This design comes from an exercise in tuning for small area on the open sky130 flow, not from production work.
The RTL was checked by simulation tests, not by an equivalence proof against the original design.
Power and IR drop assume default switching activity.

==> flow/design.v <==
module cic3_clkdiv
    (output logic [14:0] bz,       
     output logic [15:0] by,       
     output logic [15:0] bx,       
     output logic        bnd,      
     output logic        nbnd,     
     output logic        keep,     
     output logic        out_ld,   
     output logic        nout_ld,  
     output logic        xfer,     
     output logic        xclr,     
     input  logic        clk,
     input  logic        reset_n);
logic [7:0] q;       
logic       jv;      
logic [7:0] qn;
logic       jvn;
always_comb begin
    qn  = q + 8'd1;
    jvn = jv | (q == 8'd128);
end
always_ff @(posedge clk or negedge reset_n) begin
    if (!reset_n) begin
        q       <= 8'd129;
        jv      <= 1'b0;
        bnd     <= 1'b0;
        nbnd    <= 1'b1;
        keep    <= 1'b0;
        out_ld  <= 1'b0;
        nout_ld <= 1'b1;
        xfer    <= 1'b0;
        xclr    <= 1'b0;
        bz      <= 15'd8256;    
        by      <= 16'd49152;   
        bx      <= 16'd8128;    
    end else begin
        q       <= qn;
        jv      <= jvn;
        bnd     <= (qn == 8'd0);
        nbnd    <= (qn != 8'd0);
        keep    <= (qn != 8'd0);
        out_ld  <= (qn == 8'd129) & jvn;
        nout_ld <= ~((qn == 8'd129) & jvn);
        xfer    <= (qn >= 8'd130) & (qn <= 8'd154) & jvn;
        xclr    <= (qn >= 8'd130) & (qn <= 8'd154) & ~jvn;
        if (q == 8'd255) begin
            bz <= 15'd32640;        
            by <= 16'd32896;        
            bx <= 16'd32896;        
        end else if (q == 8'd0) begin
            bz <= 15'd0;            
            by <= 16'd32896;        
            bx <= 16'd32640;        
        end else begin
            bz <= bz + {7'd0, q};
            by <= by - {7'd0, q, 1'b0} + 16'd256;
            bx <= bx + {8'd0, q} - 16'd256;
        end
    end
end
endmodule
module cic3_echip65_noclk
    (output logic [24:0] out,
     input  logic        in,
     input  logic        clk,
     input  logic        reset_n,
     input  logic [14:0] bz,
     input  logic [15:0] by,
     input  logic [15:0] bx,
     input  logic        bnd,
     input  logic        nbnd,
     input  logic        keep,
     input  logic        out_ld,
     input  logic        nout_ld,
     input  logic        xfer,
     input  logic        xclr);
localparam int ROT = 15;    
logic        x;             
logic [21:0] acc_z;
logic [23:0] acc_y;
logic [24:0] acc_x;
logic [24:0] w3, w2, w1;
function automatic logic [24:0] radd(input logic [24:0] a, input logic [15:0] b);
    logic c;
    logic [24:0] bb;
    bb = {9'd0, b};
    c = 1'b0;
    for (int i = 0; i < 25; i++) begin
        radd[i] = a[i] ^ bb[i] ^ c;
        c = (a[i] & bb[i]) | (c & (a[i] ^ bb[i]));
    end
endfunction
logic [24:0] sz, sy, sx;
logic [24:0] w1_rot;
always_comb begin
    sz = radd({3'd0, acc_z}, {1'b0, bz} & {16{x}});
    sy = radd({1'b0, acc_y}, by & {16{x}});
    sx = radd(acc_x, bx & {16{x}});
    for (int i = 0; i < 25; i++) w1_rot[i] = w1[(i + ROT) % 25];
end
always_ff @(posedge clk) begin
    x <= in;
    acc_z <= {22{keep}} & sz[21:0];
    acc_y <= ({24{bnd}} & {2'd0, sz[21:0]}) | ({24{keep}} & sy[23:0]);
    acc_x <= ({25{bnd}} & {1'b0, sy[23:0]}) | ({25{keep}} & sx);
    w3 <= ({25{bnd}} & acc_x) | ({25{nbnd}} & {w3[23:0], w3[24]});
    w2 <= {w2[23:0], xclr ? 1'b0 : (xfer ? w3[24] : w2[24])};
    w1 <= {w1[23:0], xclr ? 1'b0 : (xfer ? w2[24] : w1[24])};
end
always_ff @(posedge clk or negedge reset_n) begin
    if (!reset_n)
        out <= 25'd0;
    else
        out <= ({25{out_ld}} & w1_rot) | ({25{nout_ld}} & out);
end
endmodule
module cic3_echip65_2x12Row
(
output logic [(25-1):0] out0,
output logic [(25-1):0] out1,
output logic [(25-1):0] out2,
output logic [(25-1):0] out3,
output logic [(25-1):0] out4,
output logic [(25-1):0] out5,
output logic [(25-1):0] out6,
output logic [(25-1):0] out7,
output logic [(25-1):0] out8,
output logic [(25-1):0] out9,
output logic [(25-1):0] out10,
output logic [(25-1):0] out11,
output logic [(25-1):0] out12,
output logic [(25-1):0] out13,
output logic [(25-1):0] out14,
output logic [(25-1):0] out15,
output logic [(25-1):0] out16,
output logic [(25-1):0] out17,
output logic [(25-1):0] out18,
output logic [(25-1):0] out19,
output logic [(25-1):0] out20,
output logic [(25-1):0] out21,
output logic [(25-1):0] out22,
output logic [(25-1):0] out23,
input logic [(24-1):0] in,
input logic clk,
input logic reset_n
);
logic [14:0] bz;
logic [15:0] by, bx;
logic bnd, nbnd, keep, out_ld, nout_ld, xfer, xclr;
logic [24:0] outs [24];
cic3_clkdiv ctrl (
    .bz(bz), .by(by), .bx(bx), .bnd(bnd), .nbnd(nbnd), .keep(keep), .out_ld(out_ld),
    .nout_ld(nout_ld), .xfer(xfer), .xclr(xclr), .clk(clk), .reset_n(reset_n));
genvar k;
generate
    for (k = 0; k < 24; k++) begin : FILTERS
        cic3_echip65_noclk ch (
            .out(outs[k]), .in(in[k]), .clk(clk), .reset_n(reset_n),
            .bz(bz), .by(by), .bx(bx), .bnd(bnd), .nbnd(nbnd), .keep(keep),
            .out_ld(out_ld), .nout_ld(nout_ld), .xfer(xfer), .xclr(xclr));
    end
endgenerate
assign out0  = outs[0];
assign out1  = outs[1];
assign out2  = outs[2];
assign out3  = outs[3];
assign out4  = outs[4];
assign out5  = outs[5];
assign out6  = outs[6];
assign out7  = outs[7];
assign out8  = outs[8];
assign out9  = outs[9];
assign out10 = outs[10];
assign out11 = outs[11];
assign out12 = outs[12];
assign out13 = outs[13];
assign out14 = outs[14];
assign out15 = outs[15];
assign out16 = outs[16];
assign out17 = outs[17];
assign out18 = outs[18];
assign out19 = outs[19];
assign out20 = outs[20];
assign out21 = outs[21];
assign out22 = outs[22];
assign out23 = outs[23];
endmodule
==> flow/flow/run.sh <==
#!/bin/bash
# Own layout flow: the standard ORFS flow (standard.sh) with two changes:
#  - the port buffers that buffer_ports inserts are sky130_fd_sc_hd__buf_1
#  - CTS clusters up to 36 sinks within 60 um and inserts no dummy loads
# Every tool's output goes to the ORFS logs under orfs/logs; make's own output
# goes to flow_make.log in this folder.
set -euo pipefail
export BUFFER_PORTS_ARGS="-buffer_cell sky130_fd_sc_hd__buf_1"
export CTS_ARGS="-sink_clustering_enable -repair_clock_nets -sink_clustering_size 36 -sink_clustering_max_diameter 60 -dont_use_dummy_load"
bash standard.sh finish > flow_make.log 2>&1
==> flow/standard.sh <==
#!/bin/bash
# synth_recipe.tcl (not shown) runs the flow's synth.tcl, then flattens the netlist and writes it again
# the make line also repeats each setting of config.mk as NAME=value (left out here)
make -C /OpenROAD-flow-scripts/flow DESIGN_CONFIG=/design/flow/config.mk WORK_HOME=/design/flow/orfs CLKGATE_MAP_FILE= SYNTH_SCRIPT=/design/flow/synth_recipe.tcl "${@:-finish}"
==> flow/config.mk <==
export PLATFORM = sky130hd
export DESIGN_NAME = cic3_echip65_2x12Row
export DESIGN_NICKNAME = cic3_echip65_2x12Row
export VERILOG_FILES = /design/flow/design.v
export SDC_FILE = /design/flow/constraint.sdc
export NUM_CORES = 8
export LEC_CHECK = 0
export CAP_MARGIN = 20
export CORE_MARGIN = 2
export CORE_UTILIZATION = 65
export CTS_CLUSTER_DIAMETER = 60
export CTS_CLUSTER_SIZE = 28
export SLEW_MARGIN = 20
==> flow/constraint.sdc <==
create_clock -name core_clock -period 10.0 [get_ports {clk}]
set_input_delay 2.0000 -clock core_clock [delete_from_list [all_inputs] [get_ports {clk}]]
set_output_delay 2.0000 -clock core_clock [all_outputs]
set_load 0.01 [all_outputs]
==> impl_metrics.yaml, run 1 <==
setup_path:
  path_class: "flop to flop"
  critical_path_peak_fanout: 8
  critical-path-max-stage-delay_ps: 740
  slowest_cell_on_the_critical_path: "sky130_fd_sc_hd__dfrtp_1"
  worst-endpoint-arrival_ps: 9910
  worst_path_most_repeated_cell: "sky130_fd_sc_hd__fa_1"
  worstSetupStartpointType: "flop"
  ff_to_ff_start: "ctrl.bx[1]$_DFF_PN0_"
  worst_setup_path_startpoint: "ctrl.bx[1]$_DFF_PN0_"
  cp-end-kind: "flop"
  required_ps: 10750
  worstRegToRegCells: 27
placed_design:
  hpwl_mm: 209
  port_buffers: 625
  finalWeightedCongestion: 0.847
run_status:
  status: "complete, no violations"
synth:
  postSynth.topFlopCell: "sky130_fd_sc_hd__dfxtp_1"
  postSynthCellCount: 12600
  synth_area_sq_um: 152000
  synth-seq-cells: 4190
  synth.avg_cell_area_sq_um: 12.0
  synth-edff-count: 0
  post_synth_num_cell_types: 58
  yosys_warnings: 4
  synth-seq-area-share: 0.572
  ys_async_sr_fraction: 0.158
min_path:
  holdCritPathClass: "flop to flop"
  whs_path_depth: 0
  min_from: "FILTERS[3].ch.w2[5]$_DFF_P_"
sta:
  fin_skew_ps: 113
  fmaxAchievable_mhz: 109
  unrepaired_setup_endpoints_after_global_routing: "false"
  timing_worst_slew_pin_value_ps: 1130
  timing_max_transition_violations_final: 0
  fin_tns_setup_ps: 0
  final-hold-violation-count: 0
  setup_viol_count_final: 0
  min_period_over_period: 0.916
  layout_min_cycle_time_ps: 9160
  worst_slew_margin_rel: 0.247
drt:
  viasPerCell: 5.70
  ant_nets: 0
  dr_total_vias: 90800
  drcViolationCount: 0
  number_of_optimization_iterations_in_the_first_detailed_route_pass: 8
  detailedRoute.firstIterationViolations: 7101
  detail_route.wirelength_mm: 337
  detail_route.wl_per_cell_microns: 21.1
global_route:
  first_pass_grt_wire_length_mm: 537
  number_of_global_route_vias_before_repair: 92700
  grt_remaining_overflow: 0
  pin_count_of_the_biggest_net_entering_global_routing: 244
  antenna_found_initial: 22
  groute.usage.overall: 0.288
die:
  i_o_pin_cnt: 626
  placementRows: 177
  floorplan.core_area_sq_um: 233000
  height_of_the_chip_microns: 488
  die-width_microns: 488
  floorplan.initialDensity: 0.655
  die_area_sq_um: 238000
cells_and_area:
  layout.nets: 14500
  fillerInstances: 17300
  synthToLayoutAreaGrowth_pct: 6.17
  mostFrequentLayoutCell: "sky130_fd_sc_hd__dfxtp_1"
  fraction_of_layout_instances_using_a_drive_strength_above_1: 0.0288
  layout_common_cells: "sky130_fd_sc_hd__dfxtp_1 (3526), sky130_fd_sc_hd__nand2_1 (1362), sky130_fd_sc_hd__a22o_1 (1296), sky130_fd_sc_hd__inv_1 (1157), sky130_fd_sc_hd__fa_1 (1059)"
power:
  internal-power_w: 0.0283
  switching_share: 0.288
  total_power_w: 0.0398
  power.share.clock: 0.212
  pwr-share-comb: 0.265
  seq_power_share: 0.523
  irDropWorstVdd_v: 0.000221
  power_leakage_nw: 71.6
  p_sw_w: 0.0115
  total_power_density_per_cell_area_nw_per_um2: 246
clock_network:
  clkTransAtPathRegs_ps: 120
  cts.repair_timing.setup_buffer_count: 0
  clk-insertion-delay-late_ps: 880
  htree_levels: 4
  postCtsResizedCells: 0
  cts_num_sinks: 4190
  ctsLongestPathBuffers: 3
  postCtsHoldBufs: 0
  cts_buffers: 195
  tritoncts_clock_tree: "built"
  clock-root-buffer: "sky130_fd_sc_hd__clkbuf_16"
flow_run:
  cap_violations: 0
critical path: cells and delay by family, from the launching register on:
| kind | cells | cell delay [ps] |
|---|---|---|
| simple gates | 1 | 100 |
| fa+ha+maj | 23 | 7570 |
| flops | 1 | 740 |
| buf+inv | 2 | 420 |
| compound gates | 1 | 220 |
metrics by stage:
| stage | cells | utilization | setup slack [ps] | hold WS [ps] | instance area (sq um) |
|---|---|---|---|---|---|
| global placement | 15700 | 0.674 | 993 | 310 | 157000 |
| floorplan | 12700 | - | 1590 | 310 | 152000 |
| CTS | 15900 | 0.695 | 825 | 218 | 162000 |
| finish | 15900 | 0.695 | 838 | 235 | 162000 |
| detailed placement | 15700 | 0.674 | 827 | 312 | 157000 |
| global route | 15900 | 0.695 | 496 | 218 | 162000 |
power by group through the flow:
| stage | clock (W) | sequential, W | combinational [W] |
|---|---|---|---|
| 2_1_floorplan | 0 | 0.0209 | 0.00824 |
| 3_3_place_gp | 0 | 0.0211 | 0.00998 |
| 3_5_place_dp | 0 | 0.0212 | 0.0105 |
| 4_1_cts | 0.00860 | 0.0208 | 0.0107 |
| 5_1_grt | 0.00919 | 0.0211 | 0.0124 |
| 6_report | 0.00842 | 0.0208 | 0.0106 |
routing by layer:
metal | track usage | wire [microns] | vias to the layer above
met3 | 0.0494 | 21700 | 503
met1 | 0.413 | 148000 | 46100
met2 | 0.451 | 157000 | 2328
met4 | 0.0858 | 10600 | 6
li1 | - | - | 41800
met5 | 0 | 34 | -
worst paths after layout:
kind                                                    endpoint  slack [ps]
worst max-delay path            FILTERS[11].ch.acc_x[23]$_DFF_P_         840
min in group asynchronous       FILTERS[21].ch.out[23]$_DFF_PN0_        1140
max in group asynchronous        FILTERS[8].ch.out[10]$_DFF_PN0_        6570
worst min register to register       FILTERS[3].ch.w2[6]$_DFF_P_         240
worst min-delay path                 FILTERS[3].ch.w2[6]$_DFF_P_         240
worst max register to register  FILTERS[11].ch.acc_x[23]$_DFF_P_         840
Yosys cell counts (12+ instances only):
cell type / count / area share
sky130_fd_sc_hd__dfstp_2: 15 / 0.0026
sky130_fd_sc_hd__mux2i_1: 48 / 0.0032
sky130_fd_sc_hd__dfxtp_1: 3528 / 0.46
sky130_fd_sc_hd__nand2_1: 1362 / 0.034
sky130_fd_sc_hd__buf_1: 22 / 0.00054
sky130_fd_sc_hd__a21o_1: 12 / 0.00059
sky130_fd_sc_hd__nor2_1: 417 / 0.010
sky130_fd_sc_hd__dfrtp_1: 647 / 0.11
sky130_fd_sc_hd__and2_1: 388 / 0.016
sky130_fd_sc_hd__inv_1: 1158 / 0.029
sky130_fd_sc_hd__xnor2_1: 38 / 0.0022
sky130_fd_sc_hd__nor3_1: 15 / 0.00049
sky130_fd_sc_hd__a22o_1: 1296 / 0.074
sky130_fd_sc_hd__o22ai_1: 648 / 0.027
sky130_fd_sc_hd__o21ai_0: 380 / 0.012
sky130_fd_sc_hd__ha_1: 617 / 0.051
sky130_fd_sc_hd__nand3_1: 14 / 0.00046
sky130_fd_sc_hd__fa_1: 1059 / 0.14
sky130_fd_sc_hd__clkbuf_1: 805 / 0.020
sky130_fd_sc_hd__a21oi_1: 25 / 0.00082
sky130_fd_sc_hd__xor2_1: 59 / 0.0034
sequential cells by signal, indices dropped and copies added (netlist names), 16 cells and up:
signal / flops
FILTERS.ch.w2: 600
FILTERS.ch.out: 600
FILTERS.ch.w3: 600
FILTERS.ch.w1: 600
FILTERS.ch.acc_y: 576
FILTERS.ch.acc_x: 600
FILTERS.ch.acc_z: 528
FILTERS.ch.x: 24
ctrl.bx: 16
cells by family after synthesis:
group                      after synthesis  share of synthesized area
DFF                                   4190                      0.572
AOI/OAI and AO/OA                     2410                      0.117
and+or+nand+nor                       2238                     0.0627
buffers and inverters                 1989                     0.0491
adders and majority gates             1676                      0.190
xor gates and xnor gates                97                    0.00557
muxes                                   48                    0.00315
other                                    1                  0.0000246
area by class of cell:
class                           instances  area [sq um]  area share
Sequential cell                      4190         87300       0.540
Multi-Input combinational cell       6493         57800       0.357
Clock buffer                          195          4880      0.0302
Inverter                             1159          4370      0.0270
Tap cell                             3132          3920      0.0242
Timing Repair Buffer                  744          3470      0.0215
Antenna cell                           23          57.6    0.000356
==> inputs of run 2 (changes only) <==
==> flow/flow/run.sh (replaced) <==
#!/bin/bash
# Own layout flow: the standard ORFS flow (standard.sh) with two changes:
#  - the port buffers that buffer_ports inserts are sky130_fd_sc_hd__buf_1
#  - CTS clusters up to 20 sinks within 50 um, with clkbuf_8 buffers, and inserts no dummy loads
# Every tool's output goes to the ORFS logs under orfs/logs; make's own output
# goes to flow_make.log in this folder.
set -euo pipefail
export BUFFER_PORTS_ARGS="-buffer_cell sky130_fd_sc_hd__buf_1"
export CTS_ARGS="-sink_clustering_enable -repair_clock_nets -sink_clustering_size 20 -sink_clustering_max_diameter 50 -buf_list sky130_fd_sc_hd__clkbuf_8 -dont_use_dummy_load"
bash standard.sh finish > flow_make.log 2>&1
==> run 2 against run 1 <==
Maximum frequency grew 0.39%. Sequential power is essentially flat. Global-route usage grew 0.19 points. Synthesized area is the same. Via count grew 0.79%. Sequential share of layout area grew 0.073 points. Hold slack gained 23 ps. Critical path depth is the same. Wire length grew 0.64%.
==> impl_metrics.yaml, run 2 <==
clock_network:
  clock-root-buffer: "sky130_fd_sc_hd__clkbuf_8"
  ctsLongestPathBuffers: 4
  cts_buffers: 343
  postCtsHoldBufs: 0
  cts_num_sinks: 4190
  htree_levels: 5
  postCtsResizedCells: 0
  cts.repair_timing.setup_buffer_count: 0
  clkTransAtPathRegs_ps: 110
  clk-insertion-delay-late_ps: 1070
  tritoncts_clock_tree: "built"
synth:
  synth-edff-count: 0
  postSynth.topFlopCell: "sky130_fd_sc_hd__dfxtp_1"
  post_synth_num_cell_types: 58
  ys_async_sr_fraction: 0.158
  post-synth-top-area-cell: "sky130_fd_sc_hd__dfxtp_1"
  synth.avg_cell_area_sq_um: 12.0
  post_synth_main_area_contributors: "sky130_fd_sc_hd__dfxtp_1 (46%), sky130_fd_sc_hd__fa_1 (14%), sky130_fd_sc_hd__dfrtp_1 (11%), sky130_fd_sc_hd__a22o_1 (7.4%), sky130_fd_sc_hd__ha_1 (5.1%)"
  postSynthCellCount: 12600
  synth_area_sq_um: 152000
  most_frequent_cell_after_synthesis: "sky130_fd_sc_hd__dfxtp_1"
  synth-seq-cells: 4190
  synth.top_cells.by_count: "sky130_fd_sc_hd__dfxtp_1 (3528), sky130_fd_sc_hd__nand2_1 (1362), sky130_fd_sc_hd__a22o_1 (1296)"
  synth-seq-area-share: 0.572
  synth_top_area_share: 0.463
  yosys_warnings: 4
die:
  floorplan.initialDensity: 0.655
  die-width_microns: 488
  height_of_the_chip_microns: 488
  die_area_sq_um: 238000
  i_o_pin_cnt: 626
  floorplan.core_area_sq_um: 233000
  placementRows: 177
min_path:
  holdCritPathClass: "flop to flop"
  whs_path_depth: 0
  hold-path-endpoint: "FILTERS[3].ch.w2[3]$_DFF_P_"
  min_from: "FILTERS[3].ch.w2[2]$_DFF_P_"
setup_path:
  worstRegToRegCells: 27
  path_class: "flop to flop"
  r2r_end: "FILTERS[11].ch.acc_x[23]$_DFF_P_"
  critical_path.n_buffers_inverters: 2
  cp-end-kind: "flop"
  critical_path_peak_fanout: 8
  worst_path_most_repeated_cell: "sky130_fd_sc_hd__fa_1"
  required_ps: 10950
  critical-path-max-stage-delay_ps: 720
  worst-r2r-setup-slack_ps: 870
  worstSetupStartpointType: "flop"
  timing.critical_path.max_delay_family: "adder cells"
  slowest_cell_on_the_critical_path: "sky130_fd_sc_hd__dfrtp_1"
  worst-endpoint-arrival_ps: 10070
  ff_to_ff_start: "ctrl.bx[1]$_DFF_PN0_"
cells_and_area:
  fraction_of_layout_instances_using_a_drive_strength_above_1: 0.0398
  layout.nets: 14600
  layout_common_cells: "sky130_fd_sc_hd__dfxtp_1 (3526), sky130_fd_sc_hd__nand2_1 (1362), sky130_fd_sc_hd__a22o_1 (1296), sky130_fd_sc_hd__inv_1 (1157), sky130_fd_sc_hd__fa_1 (1059)"
  mostFrequentLayoutCell: "sky130_fd_sc_hd__dfxtp_1"
  finalInstanceArea_sq_um: 162000
  postLayoutCoreUtil: 0.694
  synthToLayoutAreaGrowth_pct: 6.03
  fillerInstances: 17400
  layout.cells.non_filler: 16100
global_route:
  first_pass_grt_wire_length_mm: 540
  antenna_found_initial: 23
  grt_remaining_overflow: 0
  groute.usage.overall: 0.289
  number_of_global_route_vias_before_repair: 93900
  pin_count_of_the_biggest_net_entering_global_routing: 244
sta:
  layout_min_cycle_time_ps: 9130
  worst_slew_margin_rel: 0.162
  setup_viol_count_final: 0
  final-hold-violation-count: 0
  timing_max_transition_violations_final: 0
  unrepaired_setup_endpoints_after_global_routing: "false"
  min_period_over_period: 0.913
  timing_worst_slew_pin_value_ps: 1260
  fmaxAchievable_mhz: 110
  fin_skew_ps: 102
  fin_tns_setup_ps: 0
drt:
  ant_nets: 0
  detailedRoute.firstIterationViolations: 6875
  drcViolationCount: 0
  dr_total_vias: 91500
  detail_route.wirelength_mm: 339
  viasPerCell: 5.69
  number_of_optimization_iterations_in_the_first_detailed_route_pass: 7
  detail_route.wl_per_cell_microns: 21.1
run_status:
  status: "complete, no violations"
power:
  total_power_density_per_cell_area_nw_per_um2: 244
  irDropWorstVdd_v: 0.000166
  power_leakage_nw: 71.6
  total_power_w: 0.0395
flow_run:
  cap_violations: 0
placed_design:
  port_buffers: 625
  placed_cells: 15700
  dpl_cell_area_sq_um: 157000
  hpwl_mm: 209
  finalWeightedCongestion: 0.847
-- run 2: area by class of cell --
cell class,instances,area [sq um],area share
Sequential cell,4190,87300,0.540
Multi-Input combinational cell,6493,57800,0.358
Clock buffer,343,4720,0.0292
Inverter,1159,4370,0.0270
Tap cell,3132,3920,0.0243
Timing Repair Buffer,742,3420,0.0211
Antenna cell,21,52.6,0.000325
-- run 2: worst max-delay path by stage --
stage,start,to,slack (ps),cells past startpoint
6_report,ctrl.bx[1]$_DFF_PN0_,FILTERS[11].ch.acc_x[23]$_DFF_P_,870,27
5_1_grt,ctrl.bx[0]$_DFF_PN0_,FILTERS[6].ch.acc_x[23]$_DFF_P_,490,30
4_1_cts,ctrl.bx[1]$_DFF_PN0_,FILTERS[11].ch.acc_x[23]$_DFF_P_,870,27
3_5_place_dp,ctrl.bx[1]$_DFF_PN0_,FILTERS[11].ch.acc_x[23]$_DFF_P_,830,27
3_3_place_gp,ctrl.bx[1]$_DFF_PN0_,FILTERS[11].ch.acc_x[23]$_DFF_P_,990,27
2_1_floorplan,ctrl.bx[0]$_DFF_PN0_,FILTERS[0].ch.acc_x[23]$_DFF_P_,1590,29
-- run 2: logic make-up (layout without fill, tap and decap cells) --
kind of cell | count (synthesis) | after routing | synth area share
adders and majority gates | 1676 | 1676 | 0.190
muxes | 48 | 48 | 0.00315
AOI/OAI and AO/OA | 2410 | 2410 | 0.117
other | 1 | 45 | 0.0000246
DFF | 4190 | 4190 | 0.572
xor gates and xnor gates | 97 | 97 | 0.00557
buffers and inverters | 1989 | 2244 | 0.0491
and+or+nand+nor | 2238 | 2238 | 0.0627
-- run 2: where the power goes --
part / internal (W) / switching (W)
Clock: 0.00308 / 0.00506
Sequential: 0.0199 / 0.000931
Combinational: 0.00497 / 0.00558
-- run 2: per-layer routing --
metal,track usage,vias up,wire [microns],share of wire
li1,-,42100,-,-
met5,0,-,42,0.00012
met4,0.0953,6,11700,0.035
met1,0.414,46200,148000,0.44
met2,0.452,2583,157000,0.46
met3,0.0497,637,22500,0.066
-- run 2: metrics by stage --
stage               worst slack [ps]  hold slack [ps]
floorplan                       1590              310
global placement                 993              310
detailed placement               827              312
CTS                              872              261
global route                     488              275
finish                           873              258
==> inputs of run 3 (changes only) <==
==> flow/flow/run.sh (replaced) <==
#!/bin/bash
# Own layout flow: the standard ORFS flow (standard.sh) with two changes:
#  - the port buffers that buffer_ports inserts are sky130_fd_sc_hd__buf_1
#  - CTS clusters up to 28 sinks within 60 um and inserts no dummy loads
# Every tool's output goes to the ORFS logs under orfs/logs; make's own output
# goes to flow_make.log in this folder.
set -euo pipefail
export BUFFER_PORTS_ARGS="-buffer_cell sky130_fd_sc_hd__buf_1"
export CTS_ARGS="-sink_clustering_enable -repair_clock_nets -sink_clustering_size 28 -sink_clustering_max_diameter 60 -dont_use_dummy_load"
bash standard.sh finish > flow_make.log 2>&1
==> run 3 against run 2 <==
Setup slack worse by 39 ps. Synthesized area unchanged. Clock-buffer cell count down 137. First-iteration DRC count up 5.1%. Sequential power about the same. Non-clock buffer count up 1. Final cell count down 0.82%. Still clean. Utilization up 0.20 points. Maximum frequency down 0.43%.
==> impl_metrics.yaml, run 3 <==
clock_network:
  tritoncts_clock_tree: "built"
  cts_buffers: 206
  clkTransAtPathRegs_ps: 100
  clock-root-buffer: "sky130_fd_sc_hd__clkbuf_16"
  postCtsResizedCells: 0
  ctsLongestPathBuffers: 3
  postCtsHoldBufs: 0
  cts.repair_timing.setup_buffer_count: 0
  clk-insertion-delay-late_ps: 870
  htree_levels: 4
  cts_num_sinks: 4190
power:
  irDropWorstVdd_v: 0.000181
  seq_power_share: 0.520
  internal-power_w: 0.0285
  p_sw_w: 0.0115
  total_power_w: 0.0400
  total_power_density_per_cell_area_nw_per_um2: 247
  switching_share: 0.288
  power.share.clock: 0.216
  power_leakage_nw: 71.7
  pwr-share-comb: 0.264
run_status:
  status: "complete, no violations"
global_route:
  groute.usage.overall: 0.288
  antenna_found_initial: 23
  pin_count_of_the_biggest_net_entering_global_routing: 244
  number_of_global_route_vias_before_repair: 92900
  grt_remaining_overflow: 0
  first_pass_grt_wire_length_mm: 537
sta:
  fin_skew_ps: 100
  timing_max_transition_violations_final: 0
  min_period_over_period: 0.917
  layout_min_cycle_time_ps: 9170
  setup_viol_count_final: 0
  unrepaired_setup_endpoints_after_global_routing: "false"
  worst_slew_margin_rel: 0.110
  fmaxAchievable_mhz: 109
  final-hold-violation-count: 0
  timing_worst_slew_pin_value_ps: 1340
  fin_tns_setup_ps: 0
  timing.hold.ws_ps: 276
synth:
  post_synth_num_cell_types: 58
  synth.avg_cell_area_sq_um: 12.0
  synth-edff-count: 0
  yosys_warnings: 4
  synth_top_area_share: 0.463
  postSynthCellCount: 12600
  most_frequent_cell_after_synthesis: "sky130_fd_sc_hd__dfxtp_1"
  synth-seq-cells: 4190
  ys_async_sr_fraction: 0.158
  post_synth_main_area_contributors: "sky130_fd_sc_hd__dfxtp_1 (46%), sky130_fd_sc_hd__fa_1 (14%), sky130_fd_sc_hd__dfrtp_1 (11%), sky130_fd_sc_hd__a22o_1 (7.4%), sky130_fd_sc_hd__ha_1 (5.1%)"
  synth.top_cells.by_count: "sky130_fd_sc_hd__dfxtp_1 (3528), sky130_fd_sc_hd__nand2_1 (1362), sky130_fd_sc_hd__a22o_1 (1296)"
  post-synth-top-area-cell: "sky130_fd_sc_hd__dfxtp_1"
  synth_area_sq_um: 152000
  postSynth.topFlopCell: "sky130_fd_sc_hd__dfxtp_1"
  synth-seq-area-share: 0.572
die:
  die_area_sq_um: 238000
  placementRows: 177
  floorplan.core_area_sq_um: 233000
  die-width_microns: 488
  floorplan.initialDensity: 0.655
  i_o_pin_cnt: 626
  height_of_the_chip_microns: 488
placed_design:
  port_buffers: 625
  finalWeightedCongestion: 0.847
  hpwl_mm: 209
setup_path:
  r2r_end: "FILTERS[11].ch.acc_x[23]$_DFF_P_"
  ff_to_ff_start: "ctrl.bx[1]$_DFF_PN0_"
  worst-r2r-setup-slack_ps: 830
  critical_path_peak_fanout: 8
  worstSetupStartpointType: "flop"
  crit_end: "FILTERS[11].ch.acc_x[23]$_DFF_P_"
  cp-end-kind: "flop"
  worstRegToRegCells: 27
  worst_setup_path_startpoint: "ctrl.bx[1]$_DFF_PN0_"
  path_class: "flop to flop"
  required_ps: 10750
  worst-endpoint-arrival_ps: 9910
drt:
  detail_route.wirelength_mm: 337
  drcViolationCount: 0
  detailedRoute.firstIterationViolations: 7224
  detail_route.wl_per_cell_microns: 21.2
  viasPerCell: 5.70
  number_of_optimization_iterations_in_the_first_detailed_route_pass: 6
  ant_nets: 0
  dr_total_vias: 91000
flow_run:
  cap_violations: 0
cells_and_area:
  multi_input_comb_area_sq_um: 57800
  layout.nets: 14500
  fraction_of_layout_instances_using_a_drive_strength_above_1: 0.0296
  synthToLayoutAreaGrowth_pct: 6.34
  fillerInstances: 17300
  final-seq-area_sq_um: 87300
  mostFrequentLayoutCell: "sky130_fd_sc_hd__dfxtp_1"
  layout_common_cells: "sky130_fd_sc_hd__dfxtp_1 (3526), sky130_fd_sc_hd__nand2_1 (1362), sky130_fd_sc_hd__a22o_1 (1296), sky130_fd_sc_hd__inv_1 (1157), sky130_fd_sc_hd__fa_1 (1059)"
min_path:
  holdCritPathClass: "flop to flop"
[run 3: cell counts after synthesis]
Identical to the previous run, type by type.
[run 3: per-stage QoR]
stage                     setup WS, ps  area (sq um)  utilization  std cells
after floorplan                   1590        152000            -      12700
after CTS                          858        162000        0.696      15900
after global placement             993        157000        0.674      15700
final                              834        162000        0.696      15900
after detailed placement           827        157000        0.674      15700
after global routing               502        162000        0.696      15900
[run 3: kinds of logic after synthesis]
family | share of synthesized area
simple gates | 0.0627
fa+ha+maj | 0.190
compound gates | 0.117
flops | 0.572
other cells | 0.0000246
xor+xnor | 0.00557
buf+inv | 0.0491
mux | 0.00315
[run 3: cell type report]
| type | instances | share of cell area |
|---|---|---|
| clock buffers | 206 | 0.0318 |
| inverters | 1159 | 0.0269 |
| diodes | 25 | 0.000386 |
| multi-input cells | 6493 | 0.357 |
| repair buffers | 743 | 0.0212 |
| flip-flops and latches | 4190 | 0.539 |
| well taps | 3132 | 0.0242 |
[run 3: per-layer routing]
layer  track usage  share of wire  up-vias
li1              -              -    41900
met1         0.413           0.44    46200
met2         0.453           0.47     2389
met3        0.0491          0.065      520
met4        0.0840          0.032        8
met5             0        0.00012        -
[run 3: worst min-delay path by stage]
stage	start	endpoint	slack (ps)	depth (start not counted)
floorplan	FILTERS[0].ch.w2[9]$_DFF_P_	FILTERS[0].ch.w2[10]$_DFF_P_	310	0
global placement	FILTERS[1].ch.w2[13]$_DFF_P_	FILTERS[1].ch.w2[14]$_DFF_P_	310	0
detailed placement	FILTERS[11].ch.w2[15]$_DFF_P_	FILTERS[11].ch.w2[16]$_DFF_P_	310	0
CTS	FILTERS[19].ch.w2[3]$_DFF_P_	FILTERS[19].ch.w2[4]$_DFF_P_	260	0
global route	FILTERS[21].ch.w2[4]$_DFF_P_	FILTERS[21].ch.w2[5]$_DFF_P_	280	0
finish	FILTERS[19].ch.w2[3]$_DFF_P_	FILTERS[19].ch.w2[4]$_DFF_P_	280	0
[run 3: power by group through the flow]
| stage | clock network, W | logic [W] | registers, W |
|---|---|---|---|
| 6_report | 0.00865 | 0.0106 | 0.0208 |
| 5_1_grt | 0.00943 | 0.0124 | 0.0211 |
| 4_1_cts | 0.00883 | 0.0107 | 0.0208 |
| 3_5_place_dp | 0 | 0.0105 | 0.0212 |
| 3_3_place_gp | 0 | 0.00998 | 0.0211 |
| 2_1_floorplan | 0 | 0.00824 | 0.0209 |
[run 3: critical path, cell delays in order, from the launching register on]
cell	delay, ps
sky130_fd_sc_hd__dfrtp_1	750
sky130_fd_sc_hd__buf_4	330
sky130_fd_sc_hd__nand2_1	100
sky130_fd_sc_hd__fa_1	410
sky130_fd_sc_hd__fa_1	440
sky130_fd_sc_hd__fa_1	430
sky130_fd_sc_hd__fa_1	430
sky130_fd_sc_hd__fa_1	440
sky130_fd_sc_hd__fa_1	450
sky130_fd_sc_hd__fa_1	440
sky130_fd_sc_hd__fa_1	430
sky130_fd_sc_hd__fa_1	440
sky130_fd_sc_hd__fa_1	430
sky130_fd_sc_hd__fa_1	440
sky130_fd_sc_hd__fa_1	440
sky130_fd_sc_hd__fa_1	440
sky130_fd_sc_hd__fa_1	400
sky130_fd_sc_hd__inv_1	90
sky130_fd_sc_hd__fa_1	200
sky130_fd_sc_hd__ha_1	180
sky130_fd_sc_hd__ha_1	170
sky130_fd_sc_hd__ha_1	170
sky130_fd_sc_hd__ha_1	150
sky130_fd_sc_hd__ha_1	140
sky130_fd_sc_hd__ha_1	140
sky130_fd_sc_hd__ha_1	140
sky130_fd_sc_hd__ha_1	220
sky130_fd_sc_hd__a22o_1	220
==> inputs of run 4 (changes only) <==
--- a/flow/design.v
+++ b/flow/design.v
@@ -13,9 +13,25 @@
      input  logic        reset_n);
 logic [7:0] q;       
 logic       jv;      
-logic [7:0] qn;
-logic       jvn;
+function automatic logic [15:0] radd16(input logic [15:0] a, input logic [15:0] b);
+    logic c;
+    c = 1'b0;
+    for (int i = 0; i < 16; i++) begin
+        radd16[i] = a[i] ^ b[i] ^ c;
+        c = (a[i] & b[i]) | (c & (a[i] ^ b[i]));
+    end
+endfunction
+logic [7:0]  qn;
+logic        jvn;
+logic [15:0] dz, dy, dx;    
+logic [15:0] bz_nx, by_nx, bx_nx;
 always_comb begin
+    dz = {8'd0, q};
+    dx = {8'hff, q};
+    dy = 16'd256 - {7'd0, q, 1'b0};
+    bz_nx = radd16({1'b0, bz}, dz);
+    by_nx = radd16(by, dy);
+    bx_nx = radd16(bx, dx);
     qn  = q + 8'd1;
     jvn = jv | (q == 8'd128);
 end
@@ -30,9 +46,6 @@
         nout_ld <= 1'b1;
         xfer    <= 1'b0;
         xclr    <= 1'b0;
-        bz      <= 15'd8256;    
-        by      <= 16'd49152;   
-        bx      <= 16'd8128;    
     end else begin
         q       <= qn;
         jv      <= jvn;
@@ -43,19 +56,25 @@
         nout_ld <= ~((qn == 8'd129) & jvn);
         xfer    <= (qn >= 8'd130) & (qn <= 8'd154) & jvn;
         xclr    <= (qn >= 8'd130) & (qn <= 8'd154) & ~jvn;
-        if (q == 8'd255) begin
-            bz <= 15'd32640;        
-            by <= 16'd32896;        
-            bx <= 16'd32896;        
-        end else if (q == 8'd0) begin
-            bz <= 15'd0;            
-            by <= 16'd32896;        
-            bx <= 16'd32640;        
-        end else begin
-            bz <= bz + {7'd0, q};
-            by <= by - {7'd0, q, 1'b0} + 16'd256;
-            bx <= bx + {8'd0, q} - 16'd256;
-        end
+    end
+end
+always_ff @(posedge clk) begin
+    if (q == 8'd129) begin
+        bz <= 15'd8385;         
+        by <= 16'd49150;        
+        bx <= 16'd8001;         
+    end else if (q == 8'd255) begin
+        bz <= 15'd32640;        
+        by <= 16'd32896;        
+        bx <= 16'd32896;        
+    end else if (q == 8'd0) begin
+        bz <= 15'd0;            
+        by <= 16'd32896;        
+        bx <= 16'd32640;        
+    end else begin
+        bz <= bz_nx[14:0];
+        by <= by_nx;
+        bx <= bx_nx;
     end
 end
 endmodule
--- a/flow/config.mk
+++ b/flow/config.mk
@@ -8,6 +8,5 @@
 export CAP_MARGIN = 20
 export CORE_MARGIN = 2
 export CORE_UTILIZATION = 65
-export CTS_CLUSTER_DIAMETER = 60
-export CTS_CLUSTER_SIZE = 28
+export GPL_TIMING_DRIVEN = 0
 export SLEW_MARGIN = 20
==> run 4 against run 3 <==
Still clean. Final area increased by 1.6%. Power increased by 1.0%. Largest cell class unchanged. Final cell count increased by 3.5%. Maximum frequency decreased by 7.2%. First-iteration DRC count increased by 25%. Via count increased by 8.3%. Largest power group unchanged. Utilization increased by 1.3 points. Critical endpoint is now FILTERS[19].ch.acc_x[23]$_DFF_P_. Critical path type unchanged. Setup slack got worse by 710 ps.
==> impl_metrics.yaml, run 4 <==
drt:
  drcViolationCount: 0
  ant_nets: 0
  detail_route.wirelength_mm: 462
  dr_total_vias: 98500
  viasPerCell: 5.96
  detailedRoute.firstIterationViolations: 9049
  number_of_optimization_iterations_in_the_first_detailed_route_pass: 6
  detail_route.wl_per_cell_microns: 28.0
clock_network:
  cts_num_sinks: 4190
  ctsLongestPathBuffers: 3
  clkTransAtPathRegs_ps: 110
  clk-insertion-delay-late_ps: 910
  clock-root-buffer: "sky130_fd_sc_hd__clkbuf_16"
  tritoncts_clock_tree: "built"
  cts_buffers: 209
  htree_levels: 4
  postCtsHoldBufs: 0
die:
  i_o_pin_cnt: 626
  floorplan.initialDensity: 0.652
  die-width_microns: 487
  height_of_the_chip_microns: 487
  die_area_sq_um: 237000
  placementRows: 177
  floorplan.core_area_sq_um: 232000
setup_path:
  slowest_cell_on_the_critical_path: "sky130_fd_sc_hd__fa_1"
  r2r_end: "FILTERS[19].ch.acc_x[23]$_DFF_P_"
  worst-r2r-setup-slack_ps: 130
  critical-path-max-stage-delay_ps: 600
  critical_path.n_buffers_inverters: 3
  cp-end-kind: "flop"
  cp_num_cells: 29
  crit_end: "FILTERS[19].ch.acc_x[23]$_DFF_P_"
  worst_setup_path_startpoint: "ctrl.bx[0]$_SDFF_PP1_"
  critical_path_peak_fanout: 10
  path_class: "flop to flop"
  timing.critical_path.max_delay_family: "adder cells"
  worstRegToRegCells: 29
  required_ps: 10770
  worstSetupStartpointType: "flop"
  worst-endpoint-arrival_ps: 10650
  worst_path_most_repeated_cell: "sky130_fd_sc_hd__fa_1"
  ff_to_ff_start: "ctrl.bx[0]$_SDFF_PP1_"
power:
  p_sw_w: 0.0120
  power.share.clock: 0.220
  irDropWorstVdd_v: 0.000220
  seq_power_share: 0.513
  internal-power_w: 0.0284
  switching_share: 0.297
  total_power_density_per_cell_area_nw_per_um2: 246
  total_power_w: 0.0404
  power_leakage_nw: 72.8
  pwr-share-comb: 0.267
sta:
  min_period_over_period: 0.987
  fin_skew_ps: 103
  unrepaired_setup_endpoints_after_global_routing: "false"
  timing_worst_slew_pin_value_ps: 1290
  timing_max_transition_violations_final: 0
  final-hold-violation-count: 0
  setup_viol_count_final: 0
  timing.hold.ws_ps: 283
  setup_ws_ps: 127
  worst_slew_margin_rel: 0.142
  fmaxAchievable_mhz: 101
  layout_min_cycle_time_ps: 9870
global_route:
  grtUsageMet1: 0.495
  number_of_global_route_vias_before_repair: 99800
  grt.busiest_layer: "met2"
  gr-usage-met2: 0.597
  m3_gr_usage: 0.0937
  first_pass_grt_wire_length_mm: 671
  antenna_found_initial: 52
  grt_remaining_overflow: 0
  groute.usage.overall: 0.392
  pin_count_of_the_biggest_net_entering_global_routing: 35
run_status:
  status: "complete, no violations"
synth:
  postSynth.topFlopCell: "sky130_fd_sc_hd__dfxtp_1"
  post_synth_num_cell_types: 48
  most_frequent_cell_after_synthesis: "sky130_fd_sc_hd__dfxtp_1"
  synth-seq-area-share: 0.574
  synth_top_area_share: 0.473
  post_synth_main_area_contributors: "sky130_fd_sc_hd__dfxtp_1 (47%), sky130_fd_sc_hd__fa_1 (14%), sky130_fd_sc_hd__dfrtp_1 (10%), sky130_fd_sc_hd__a22o_1 (7.5%), sky130_fd_sc_hd__ha_1 (4.9%)"
  post-synth-top-area-cell: "sky130_fd_sc_hd__dfxtp_1"
  synth_area_sq_um: 151000
  ys_async_sr_fraction: 0.147
  yosys_warnings: 4
  postSynthCellCount: 12500
  synth.top_cells.by_count: "sky130_fd_sc_hd__dfxtp_1 (3574), sky130_fd_sc_hd__nand2_1 (1382), sky130_fd_sc_hd__a22o_1 (1296)"
  synth.avg_cell_area_sq_um: 12.1
  synth-seq-cells: 4190
  synth-edff-count: 0
placed_design:
  port_buffers: 625
  dp_worst_setup_slack_ps: -1020
  hpwl_mm: 349
  finalWeightedCongestion: 0.970
flow_run:
  cap_violations: 0
cells_and_area:
  layout_common_cells: "sky130_fd_sc_hd__dfxtp_1 (3570), sky130_fd_sc_hd__nand2_1 (1382), sky130_fd_sc_hd__a22o_1 (1296), sky130_fd_sc_hd__inv_1 (1147), sky130_fd_sc_hd__fa_1 (1057)"
  fillerInstances: 16900
  layout.nets: 15100
  mostFrequentLayoutCell: "sky130_fd_sc_hd__dfxtp_1"
  synthToLayoutAreaGrowth_pct: 8.72
  postLayoutCoreUtil: 0.709
  fraction_of_layout_instances_using_a_drive_strength_above_1: 0.0365
min_path:
  holdCritPathClass: "flop to flop"
-- run 4: changes by cell type after synthesis, moves of 35 or more --
cell,delta
sky130_fd_sc_hd__o21ai_0,+41
sky130_fd_sc_hd__dfrtp_1,-35
sky130_fd_sc_hd__buf_2,+71
sky130_fd_sc_hd__clkbuf_1,-79
sky130_fd_sc_hd__o22ai_1,-47
sky130_fd_sc_hd__dfxtp_1,+46
-- run 4: how the worst min path moves through the flow --
stage,startpoint,cells past startpoint,slack (ps),end
final,FILTERS[16].ch.w2[11]$_DFF_P_,0,280,FILTERS[16].ch.w2[12]$_DFF_P_
after global routing,FILTERS[16].ch.w2[5]$_DFF_P_,0,300,FILTERS[16].ch.w2[6]$_DFF_P_
after CTS,FILTERS[16].ch.w2[11]$_DFF_P_,0,290,FILTERS[16].ch.w2[12]$_DFF_P_
after detailed placement,FILTERS[0].ch.w2[23]$_DFF_P_,0,310,FILTERS[0].ch.w2[24]$_DFF_P_
after global placement,FILTERS[11].ch.w2[14]$_DFF_P_,0,310,FILTERS[11].ch.w2[15]$_DFF_P_
after floorplan,FILTERS[0].ch.w2[9]$_DFF_P_,0,310,FILTERS[0].ch.w2[10]$_DFF_P_
-- run 4: repair_timing --
action,in CTS,in global routing
buffers inserted,0,0
endpoints found under the hold margin,0,0
gates resized for setup,9,18
setup endpoints to repair,104,55
-- run 4: cell families (layout without fill, tap and decap cells) --
kind of cell	Yosys count	in the layout	synth area share
mux	49	49	0.00325
fa+ha+maj	1655	1655	0.189
simple gates	2223	2223	0.0629
buf+inv	1979	2869	0.0498
other cells	0	44	0
xor+xnor	89	89	0.00515
compound gates	2347	2347	0.115
flops	4190	4190	0.574
-- run 4: power by group through the flow --
stage | Combinational, W | Sequential [W] | Clock [W]
after floorplan | 0.00789 | 0.0208 | 0
after global placement | 0.0100 | 0.0210 | 0
after detailed placement | 0.0106 | 0.0211 | 0
after CTS | 0.0108 | 0.0208 | 0.00891
after global routing | 0.0123 | 0.0210 | 0.00947
final | 0.0108 | 0.0208 | 0.00888
-- run 4: metal layers --
metal  part of all wire  wire length, microns
met5            0.00029                   132
met4              0.087                 40200
met1               0.38                174000
met3              0.096                 44400
met2               0.44                204000
-- run 4: cell type report --
cell class,count,area [sq um],area share
sequential,4190,87000,0.528
multi-input combinational,6363,56900,0.346
clock buffer,209,5230,0.0318
inverter,1148,4310,0.0262
timing repair buffer,695,3940,0.0239
tap,3043,3810,0.0231
buffer,817,3340,0.0203
antenna,44,110,0.000669
-- run 4: stage by stage --
step / setup TNS (ps) / cell area (sq um) / instances
after global routing: 0 / 165000 / 16500
final: 0 / 165000 / 16500
after CTS: 0 / 165000 / 16500
after global placement: - / 158000 / 16200
after detailed placement: -38480 / 159000 / 16300
after floorplan: 0 / 151000 / 12500
==> inputs of run 5 (changes only) <==
--- a/flow/config.mk
+++ b/flow/config.mk
@@ -7,6 +7,5 @@
 export LEC_CHECK = 0
 export CAP_MARGIN = 20
 export CORE_MARGIN = 2
-export CORE_UTILIZATION = 65
-export GPL_TIMING_DRIVEN = 0
+export CORE_UTILIZATION = 72
 export SLEW_MARGIN = 20
==> run 5 against run 4 <==
Critical path type unchanged. Sequential share of layout area up 1.5 points. Non-clock buffer count fell by 764. Utilization increased by 5.7 points. Largest power group unchanged. Setup slack better by 840 ps.
==> impl_metrics.yaml, run 5 <==
sta:
  layout_min_cycle_time_ps: 9030
  timing_max_transition_violations_final: 0
  timing_worst_slew_pin_value_ps: 1240
  final-hold-violation-count: 0
  unrepaired_setup_endpoints_after_global_routing: "false"
  min_period_over_period: 0.903
  setup_viol_count_final: 0
  setup_ws_ps: 968
  timing.hold.ws_ps: 291
  fin_skew_ps: 70.1
  fin_tns_setup_ps: 0
  worst_slew_margin_rel: 0.176
  fmaxAchievable_mhz: 111
placed_design:
  port_buffers: 625
  dp_worst_setup_slack_ps: 983
  hpwl_mm: 219
  finalWeightedCongestion: 0.863
synth:
  most_frequent_cell_after_synthesis: "sky130_fd_sc_hd__dfxtp_1"
  synth.avg_cell_area_sq_um: 12.1
  postSynthCellCount: 12500
  synth-seq-area-share: 0.574
  ys_async_sr_fraction: 0.147
  post_synth_num_cell_types: 48
  synth-seq-cells: 4190
  postSynth.topFlopCell: "sky130_fd_sc_hd__dfxtp_1"
  post_synth_main_area_contributors: "sky130_fd_sc_hd__dfxtp_1 (47%), sky130_fd_sc_hd__fa_1 (14%), sky130_fd_sc_hd__dfrtp_1 (10%), sky130_fd_sc_hd__a22o_1 (7.5%), sky130_fd_sc_hd__ha_1 (4.9%)"
  yosys_warnings: 4
  synth.top_cells.by_count: "sky130_fd_sc_hd__dfxtp_1 (3574), sky130_fd_sc_hd__nand2_1 (1382), sky130_fd_sc_hd__a22o_1 (1296)"
  synth-edff-count: 0
  post-synth-top-area-cell: "sky130_fd_sc_hd__dfxtp_1"
  synth_top_area_share: 0.473
  synth_area_sq_um: 151000
cells_and_area:
  fillerInstances: 13900
  layout_common_cells: "sky130_fd_sc_hd__dfxtp_1 (3517), sky130_fd_sc_hd__nand2_1 (1382), sky130_fd_sc_hd__a22o_1 (1296), sky130_fd_sc_hd__inv_1 (1146), sky130_fd_sc_hd__fa_1 (1059)"
  multi_input_comb_area_sq_um: 56900
  fraction_of_layout_instances_using_a_drive_strength_above_1: 0.0323
  synthToLayoutAreaGrowth_pct: 5.91
  final-seq-area_sq_um: 87100
  mostFrequentLayoutCell: "sky130_fd_sc_hd__dfxtp_1"
  layout.nets: 14300
setup_path:
  required_ps: 10740
  critical_path_peak_fanout: 18
  slowest_cell_on_the_critical_path: "sky130_fd_sc_hd__fa_1"
  ff_to_ff_start: "ctrl.bx[0]$_SDFF_PP1_"
  path_class: "flop to flop"
  worst-endpoint-arrival_ps: 9780
  worst_setup_path_startpoint: "ctrl.bx[0]$_SDFF_PP1_"
  worstSetupStartpointType: "flop"
  critical-path-max-stage-delay_ps: 510
  cp-end-kind: "flop"
  worst_path_most_repeated_cell: "sky130_fd_sc_hd__fa_1"
drt:
  detail_route.wl_per_cell_microns: 21.8
  drcViolationCount: 0
  dr_wl_met3_mm: 26.4
  route.top_layer_used: "met5"
  met1Wirelength_mm: 140
  dr_total_vias: 90500
  viasPerCell: 5.85
  wl_met2_mm: 156
  number_of_optimization_iterations_in_the_first_detailed_route_pass: 6
  ant_nets: 0
  detail_route.wirelength_mm: 337
  detailedRoute.firstIterationViolations: 7434
global_route:
  antenna_found_initial: 24
  pin_count_of_the_biggest_net_entering_global_routing: 248
  grt_remaining_overflow: 0
  number_of_global_route_vias_before_repair: 92600
  groute.usage.overall: 0.319
  first_pass_grt_wire_length_mm: 536
die:
  placementRows: 168
  floorplan.core_area_sq_um: 209000
  die-width_microns: 463
  i_o_pin_cnt: 626
  floorplan.initialDensity: 0.723
  height_of_the_chip_microns: 463
  die_area_sq_um: 214000
clock_network:
  ctsLongestPathBuffers: 3
  cts_buffers: 202
  tritoncts_clock_tree: "built"
  postCtsResizedCells: 0
  clock-root-buffer: "sky130_fd_sc_hd__clkbuf_16"
  cts.repair_timing.setup_buffer_count: 0
  cts_num_sinks: 4190
  htree_levels: 4
  clkTransAtPathRegs_ps: 100
  postCtsHoldBufs: 0
  clk-insertion-delay-late_ps: 890
min_path:
  min_from: "FILTERS[17].ch.w2[7]$_DFF_P_"
  holdCritPathClass: "flop to flop"
run_status:
  status: "complete, no violations"
power:
  power_leakage_nw: 71.1
  total_power_density_per_cell_area_nw_per_um2: 246
  irDropWorstVdd_v: 0.000226
flow_run:
  cap_violations: 0
## run 5: cell types whose count changed in the layout (fill, tap and decap cells not counted), moves of 7 or more
| cell | previous run | this run |
|---|---|---|
| sky130_fd_sc_hd__buf_16 | 29 | 1 |
| sky130_fd_sc_hd__clkbuf_2 | 102 | 0 |
| sky130_fd_sc_hd__clkbuf_16 | 209 | 202 |
| sky130_fd_sc_hd__clkbuf_1 | 605 | 0 |
| sky130_fd_sc_hd__dfxtp_1 | 3570 | 3517 |
| sky130_fd_sc_hd__buf_12 | 38 | 16 |
| sky130_fd_sc_hd__dfxtp_2 | 3 | 57 |
| sky130_fd_sc_hd__buf_4 | 3 | 106 |
| sky130_fd_sc_hd__buf_1 | 651 | 624 |
| sky130_fd_sc_hd__buf_2 | 75 | 0 |
| sky130_fd_sc_hd__diode_2 | 44 | 7 |
## run 5: path summary, 6_finish.rpt
kind                            slack [ps]  cells past startpoint                               end
worst min-delay path                   290                      0      FILTERS[17].ch.w2[8]$_DFF_P_
worst max register to register         970                     29  FILTERS[23].ch.acc_x[23]$_DFF_P_
worst min register to register         290                      0      FILTERS[17].ch.w2[8]$_DFF_P_
max in group asynchronous             6940                      3  FILTERS[10].ch.out[16]$_DFF_PN0_
min in group asynchronous             1070                      1   FILTERS[14].ch.out[3]$_DFF_PN0_
worst max-delay path                   970                     29  FILTERS[23].ch.acc_x[23]$_DFF_P_
## run 5: power by group
| part | switching, W | total, W | internal [W] | leakage, nW |
|---|---|---|---|---|
| Sequential | 0.000934 | 0.0207 | 0.0198 | 37.9 |
| Clock | 0.00496 | 0.00855 | 0.00359 | 2.49 |
| Combinational | 0.00542 | 0.0102 | 0.00475 | 30.7 |
## run 5: through the flow
stage,utilization,instance area (sq um),power [W],instances
2_1_floorplan,-,151000,0.0287,12500
3_3_place_gp,0.742,155000,0.0305,15300
3_5_place_dp,0.742,155000,0.0312,15300
4_1_cts,0.766,160000,0.0397,15500
5_1_grt,0.766,160000,0.0422,15500
6_report,0.766,160000,0.0395,15500
## run 5: area by class of cell
class                           instances  share of cell area
Inverter                             1148              0.0270
Clock buffer                          202              0.0315
Sequential cell                      4190               0.543
Tap cell                             2805              0.0219
Timing Repair Buffer                  748              0.0218
Antenna cell                            7            0.000109
Multi-Input combinational cell       6363               0.355
## run 5: kinds of logic (layout without fill, tap and decap cells)
logic type / count (synthesis) / in the layout / share of synthesized area
buf+inv: 1979 / 2098 / 0.0498
simple gates: 2223 / 2223 / 0.0629
mux: 49 / 49 / 0.00325
flops: 4190 / 4190 / 0.574
fa+ha+maj: 1655 / 1655 / 0.189
compound gates: 2347 / 2347 / 0.115
other cells: 0 / 7 / 0
xor+xnor: 89 / 89 / 0.00515
## run 5: metal layers
metal | global-route usage | up-vias
li1 | - | 41200
met1 | 0.442 | 45800
met2 | 0.501 | 2791
met3 | 0.0684 | 701
met4 | 0.116 | 20
met5 | 0 | -
## run 5: worst max-delay path, delay by kind of cell, from the launching register on
| family | cells | cell delay, ps |
|---|---|---|
| AOI/OAI and AO/OA | 1 | 220 |
| adders and majority gates | 24 | 7750 |
| buffers and inverters | 3 | 380 |
| and+or+nand+nor | 1 | 150 |
| DFF | 1 | 390 |
==> inputs of run 6 (changes only) <==
--- a/flow/config.mk
+++ b/flow/config.mk
@@ -7,5 +7,7 @@
 export LEC_CHECK = 0
 export CAP_MARGIN = 20
 export CORE_MARGIN = 2
-export CORE_UTILIZATION = 72
+export CORE_UTILIZATION = 65
+export CTS_CLUSTER_DIAMETER = 60
+export CTS_CLUSTER_SIZE = 28
 export SLEW_MARGIN = 20
==> run 6 against run 5 <==
Clock-buffer cell count up 2. Power up 0.12%. Clock skew up 13 ps. Final area up 0.30%. Largest cell class unchanged.
==> impl_metrics.yaml, run 6 <==
clock_network:
  clk-insertion-delay-late_ps: 900
  postCtsResizedCells: 0
  cts.repair_timing.setup_buffer_count: 0
  htree_levels: 4
  cts_buffers: 204
  postCtsHoldBufs: 0
  clock-root-buffer: "sky130_fd_sc_hd__clkbuf_16"
  tritoncts_clock_tree: "built"
  clkTransAtPathRegs_ps: 80
  cts_num_sinks: 4190
  ctsLongestPathBuffers: 3
setup_path:
  required_ps: 10770
  worst_path_most_repeated_cell: "sky130_fd_sc_hd__fa_1"
  worst-endpoint-arrival_ps: 9820
  critical-path-max-stage-delay_ps: 1060
  path_class: "flop to flop"
  slowest_cell_on_the_critical_path: "sky130_fd_sc_hd__dfxtp_2"
  worstRegToRegCells: 28
  critical_path.n_buffers_inverters: 3
  cp-end-kind: "flop"
  timing.critical_path.max_delay_family: "adder cells"
  cp_num_cells: 28
  critical_path_peak_fanout: 23
  worstSetupStartpointType: "flop"
cells_and_area:
  fraction_of_layout_instances_using_a_drive_strength_above_1: 0.0338
  synthToLayoutAreaGrowth_pct: 6.23
  finalInstanceArea_sq_um: 161000
  fillerInstances: 17100
  layout_common_cells: "sky130_fd_sc_hd__dfxtp_1 (3516), sky130_fd_sc_hd__nand2_1 (1382), sky130_fd_sc_hd__a22o_1 (1296), sky130_fd_sc_hd__inv_1 (1146), sky130_fd_sc_hd__fa_1 (1059)"
  layout.cells.non_filler: 15700
  layout.nets: 14400
  mostFrequentLayoutCell: "sky130_fd_sc_hd__dfxtp_1"
synth:
  post_synth_num_cell_types: 48
  synth-edff-count: 0
  synth_top_area_share: 0.473
  synthSimpleGateAreaFrac: 0.0629
  post-synth-top-area-cell: "sky130_fd_sc_hd__dfxtp_1"
  most_frequent_cell_after_synthesis: "sky130_fd_sc_hd__dfxtp_1"
  yosys_warnings: 4
  synth_compound_gate_area_share: 0.115
  yosys.area_share.xor_xnor: 0.00515
  synth.avg_cell_area_sq_um: 12.1
  synth-seq-area-share: 0.574
  post_synth_fa_ha_maj_area_fraction: 0.189
  largest_family_of_logic_cells_by_synthesized_area: "adder cells"
  postSynthCellCount: 12500
  postSynth.topFlopCell: "sky130_fd_sc_hd__dfxtp_1"
  ys_async_sr_fraction: 0.147
  synth.top_cells.by_count: "sky130_fd_sc_hd__dfxtp_1 (3574), sky130_fd_sc_hd__nand2_1 (1382), sky130_fd_sc_hd__a22o_1 (1296)"
  synth-seq-cells: 4190
  synth_mux_area_frac: 0.00325
  post_synth_main_area_contributors: "sky130_fd_sc_hd__dfxtp_1 (47%), sky130_fd_sc_hd__fa_1 (14%), sky130_fd_sc_hd__dfrtp_1 (10%), sky130_fd_sc_hd__a22o_1 (7.5%), sky130_fd_sc_hd__ha_1 (4.9%)"
  synth_area_sq_um: 151000
global_route:
  first_pass_grt_wire_length_mm: 547
  grt_remaining_overflow: 0
  pin_count_of_the_biggest_net_entering_global_routing: 229
  antenna_found_initial: 39
  number_of_global_route_vias_before_repair: 91600
  groute.usage.overall: 0.296
sta:
  setup_ws_ps: 950
  fin_tns_setup_ps: 0
  timing.hold.ws_ps: 295
  fmaxAchievable_mhz: 110
  timing_worst_slew_pin_value_ps: 1170
  unrepaired_setup_endpoints_after_global_routing: "false"
  min_period_over_period: 0.905
  worst_slew_margin_rel: 0.218
  final-hold-violation-count: 0
  fin_skew_ps: 82.8
  layout_min_cycle_time_ps: 9050
  timing_max_transition_violations_final: 0
  setup_viol_count_final: 0
die:
  i_o_pin_cnt: 626
  die_area_sq_um: 237000
  floorplan.initialDensity: 0.652
  placementRows: 177
  height_of_the_chip_microns: 487
  die-width_microns: 487
  floorplan.core_area_sq_um: 232000
drt:
  detail_route.wirelength_mm: 345
  number_of_optimization_iterations_in_the_first_detailed_route_pass: 6
  viasPerCell: 5.73
  ant_nets: 0
  dr_total_vias: 90200
  detailedRoute.firstIterationViolations: 6895
  detail_route.wl_per_cell_microns: 21.9
  drcViolationCount: 0
placed_design:
  hpwl_mm: 223
  placed_cells: 15500
  port_buffers: 625
  finalWeightedCongestion: 0.845
  dp_worst_setup_slack_ps: 946
  dpl_cell_area_sq_um: 156000
power:
  irDropWorstVdd_v: 0.000164
  total_power_density_per_cell_area_nw_per_um2: 246
  power_leakage_nw: 71.2
min_path:
  holdCritPathClass: "flop to flop"
  whs_path_depth: 0
run_status:
  status: "complete, no violations"
flow_run:
  cap_violations: 0
run 6: area by class of cell:
class | instances | area [sq um] | share of cell area
diodes | 10 | 25.0 | 0.000156
clock buffers | 204 | 5100 | 0.0317
inverters | 1148 | 4320 | 0.0269
multi-input cells | 6363 | 56900 | 0.354
flip-flops and latches | 4190 | 87100 | 0.541
well taps | 3043 | 3810 | 0.0237
repair buffers | 765 | 3620 | 0.0225
run 6: path summary, 6_finish.rpt:
check                                                    to  slack (ps)                         start
max                        FILTERS[11].ch.acc_x[23]$_DFF_P_         950         ctrl.by[1]$_SDFF_PP1_
min                            FILTERS[23].ch.w2[5]$_DFF_P_         300  FILTERS[23].ch.w2[4]$_DFF_P_
max reg2reg                FILTERS[11].ch.acc_x[23]$_DFF_P_         950         ctrl.by[1]$_SDFF_PP1_
min reg2reg                    FILTERS[23].ch.w2[5]$_DFF_P_         300  FILTERS[23].ch.w2[4]$_DFF_P_
max in group asynchronous   FILTERS[11].ch.out[2]$_DFF_PN0_        6840                       reset_n
min in group asynchronous  FILTERS[18].ch.out[13]$_DFF_PN0_        1060                       reset_n
run 6: layer usage:
| metal | track usage | share of wire | wire length, microns | up-vias |
|---|---|---|---|---|
| met2 | 0.468 | 0.46 | 160000 | 2469 |
| met1 | 0.425 | 0.44 | 150000 | 45800 |
| li1 | - | - | - | 41300 |
| met3 | 0.0518 | 0.069 | 23800 | 570 |
| met5 | 0 | 0.00023 | 81 | - |
| met4 | 0.0824 | 0.033 | 11200 | 12 |
run 6: per-stage QoR:
stage | util | power [W]
CTS | 0.693 | 0.0398
finish | 0.693 | 0.0395
detailed placement | 0.671 | 0.0312
floorplan | - | 0.0287
global placement | 0.671 | 0.0305
global route | 0.693 | 0.0423
run 6: cells by family after synthesis:
family	after synthesis
AO/OA/AOI/OAI	2347
flip-flops	4190
AND/OR/NAND/NOR	2223
XOR/XNOR	89
buffers and inverters	1979
multiplexers	49
adder cells (fa/ha/maj)	1655
run 6: power by group:
part	switching [W]	internal, W	total, W
logic	0.00539	0.00474	0.0101
registers	0.000917	0.0198	0.0207
clock network	0.00502	0.00363	0.00865
==> inputs of run 7 (changes only) <==
==> flow/flow/run.sh (replaced) <==
#!/bin/bash
# Own layout flow: the standard ORFS flow (standard.sh) with two changes:
#  - the port buffers that buffer_ports inserts are sky130_fd_sc_hd__buf_1
#  - CTS clusters up to 30 sinks within 70 um and inserts no dummy loads
# Every tool's output goes to the ORFS logs under orfs/logs; make's own output
# goes to flow_make.log in this folder.
set -euo pipefail
export BUFFER_PORTS_ARGS="-buffer_cell sky130_fd_sc_hd__buf_1"
export CTS_ARGS="-sink_clustering_enable -repair_clock_nets -sink_clustering_size 30 -sink_clustering_max_diameter 70 -dont_use_dummy_load"
bash standard.sh finish > flow_make.log 2>&1
==> run 7 against run 6 <==
Via count fell by 0.28%. Non-clock buffer count did not move. First-iteration DRC count rose by 1.4%. Clock power fell by 5.5%. Synthesized area did not move. Sequential cell count did not move. Combinational power barely moved. Critical endpoint unchanged. Highest routed layer unchanged.
==> impl_metrics.yaml, run 7 <==
synth:
  synth_area_sq_um: 151000
  synth.top_cells.by_count: "sky130_fd_sc_hd__dfxtp_1 (3574), sky130_fd_sc_hd__nand2_1 (1382), sky130_fd_sc_hd__a22o_1 (1296)"
  post_synth_num_cell_types: 48
  synth-seq-area-share: 0.574
  synth_mux_area_frac: 0.00325
  post_synth_main_area_contributors: "sky130_fd_sc_hd__dfxtp_1 (47%), sky130_fd_sc_hd__fa_1 (14%), sky130_fd_sc_hd__dfrtp_1 (10%), sky130_fd_sc_hd__a22o_1 (7.5%), sky130_fd_sc_hd__ha_1 (4.9%)"
  postSynth.topFlopCell: "sky130_fd_sc_hd__dfxtp_1"
  synthSimpleGateAreaFrac: 0.0629
  synth.avg_cell_area_sq_um: 12.1
  postSynthCellCount: 12500
  synth_top_area_share: 0.473
  yosys_warnings: 4
  yosys.area_share.xor_xnor: 0.00515
clock_network:
  postCtsResizedCells: 0
  cts_buffers: 181
  ctsLongestPathBuffers: 3
  cts_num_sinks: 4190
  clock-root-buffer: "sky130_fd_sc_hd__clkbuf_16"
  clkTransAtPathRegs_ps: 100
  htree_levels: 4
  cts.repair_timing.setup_buffer_count: 0
  clk-insertion-delay-late_ps: 900
setup_path:
  worstSetupStartpointType: "flop"
  worst_setup_path_startpoint: "ctrl.by[1]$_SDFF_PP1_"
  ff_to_ff_start: "ctrl.by[1]$_SDFF_PP1_"
  worst-r2r-setup-slack_ps: 980
  cp-end-kind: "flop"
  worstRegToRegCells: 28
  critical_path_peak_fanout: 23
  critical-path-max-stage-delay_ps: 1040
  slowest_cell_on_the_critical_path: "sky130_fd_sc_hd__dfxtp_2"
  worst-endpoint-arrival_ps: 9800
  worst_path_most_repeated_cell: "sky130_fd_sc_hd__fa_1"
sta:
  worst_slew_margin_rel: 0.234
  final-hold-violation-count: 0
  timing_worst_slew_pin_value_ps: 1150
  unrepaired_setup_endpoints_after_global_routing: "false"
  fin_skew_ps: 73.6
  fin_tns_setup_ps: 0
  fmaxAchievable_mhz: 111
  layout_min_cycle_time_ps: 9020
  timing.hold.ws_ps: 284
global_route:
  grtUsageMet1: 0.426
  first_pass_grt_wire_length_mm: 547
  pin_count_of_the_biggest_net_entering_global_routing: 229
  grt_remaining_overflow: 0
  number_of_global_route_vias_before_repair: 91600
cells_and_area:
  synthToLayoutAreaGrowth_pct: 5.86
  finalInstanceArea_sq_um: 160000
  layout_common_cells: "sky130_fd_sc_hd__dfxtp_1 (3516), sky130_fd_sc_hd__nand2_1 (1382), sky130_fd_sc_hd__a22o_1 (1296), sky130_fd_sc_hd__inv_1 (1146), sky130_fd_sc_hd__fa_1 (1059)"
  layout.cells.non_filler: 15700
  fraction_of_layout_instances_using_a_drive_strength_above_1: 0.0320
die:
  die_area_sq_um: 237000
  i_o_pin_cnt: 626
  height_of_the_chip_microns: 487
  floorplan.core_area_sq_um: 232000
run_status:
  status: "complete, no violations"
placed_design:
  dpl_cell_area_sq_um: 156000
  finalWeightedCongestion: 0.845
  hpwl_mm: 223
  port_buffers: 625
power:
  power_leakage_nw: 70.9
  irDropWorstVdd_v: 0.000159
  total_power_w: 0.0390
  total_power_density_per_cell_area_nw_per_um2: 244
drt:
  detail_route.wirelength_mm: 345
  detailedRoute.firstIterationViolations: 6993
  drcViolationCount: 0
  ant_nets: 0
min_path:
  min_from: "FILTERS[10].ch.w2[3]$_DFF_P_"
[run 7: cell counts after synthesis]
Identical to the previous run, type by type.
[run 7: final cells by class]
cell class / count / area [sq um]
diodes: 22 / 55.1
inverters: 1148 / 4320
well taps: 3043 / 3810
repair buffers: 765 / 3610
fillers: 17100 / 71800
clock buffers: 181 / 4530
flip-flops and latches: 4190 / 87100
multi-input cells: 6363 / 56900
[run 7: worst paths after layout]
kind                                                     to
min                            FILTERS[10].ch.w2[4]$_DFF_P_
min in group asynchronous   FILTERS[18].ch.out[7]$_DFF_PN0_
max reg2reg                FILTERS[11].ch.acc_x[23]$_DFF_P_
max                        FILTERS[11].ch.acc_x[23]$_DFF_P_
max in group asynchronous    FILTERS[3].ch.out[5]$_DFF_PN0_
min reg2reg                    FILTERS[10].ch.w2[4]$_DFF_P_
[run 7: logic make-up after synthesis]
kind of cell	after synthesis
compound gates	2347
mux	49
flops	4190
buf+inv	1979
fa+ha+maj	1655
simple gates	2223
xor+xnor	89
[run 7: power breakdown]
part,leakage (nW),internal (W),total (W),switching (W)
Clock,2.23,0.00325,0.00817,0.00493
Sequential,37.9,0.0198,0.0207,0.000918
Combinational,30.8,0.00475,0.0102,0.00540
[run 7: layer usage]
| layer | share of wire | routed length [microns] |
|---|---|---|
| met2 | 0.46 | 160000 |
| met5 | 0.00017 | 60 |
| met1 | 0.44 | 151000 |
| met4 | 0.030 | 10500 |
| met3 | 0.067 | 23100 |
[run 7: worst max-delay path: cells and delay by family, from the launching register on]
family | cells | cell delay [ps]
adder cells (fa/ha/maj) | 22 | 7020
XOR/XNOR | 1 | 170
AND/OR/NAND/NOR | 1 | 150
AO/OA/AOI/OAI | 1 | 140
buffers and inverters | 3 | 420
flip-flops | 1 | 1040
[run 7: per-stage QoR]
stage,setup slack (ps),utilization
final,982,0.691
after global routing,527,0.690
after CTS,934,0.690
after detailed placement,946,0.671
after global placement,1000,0.671
after floorplan,1600,-

Check on run 7: ideal ports give 0.982 ns setup slack; a clkbuf_16 on the clock port and buf_2 on the inputs give 0.982 ns; moving port delays by the midpoint clock arrival (0.965 ns) as well gives 0.982 ns.
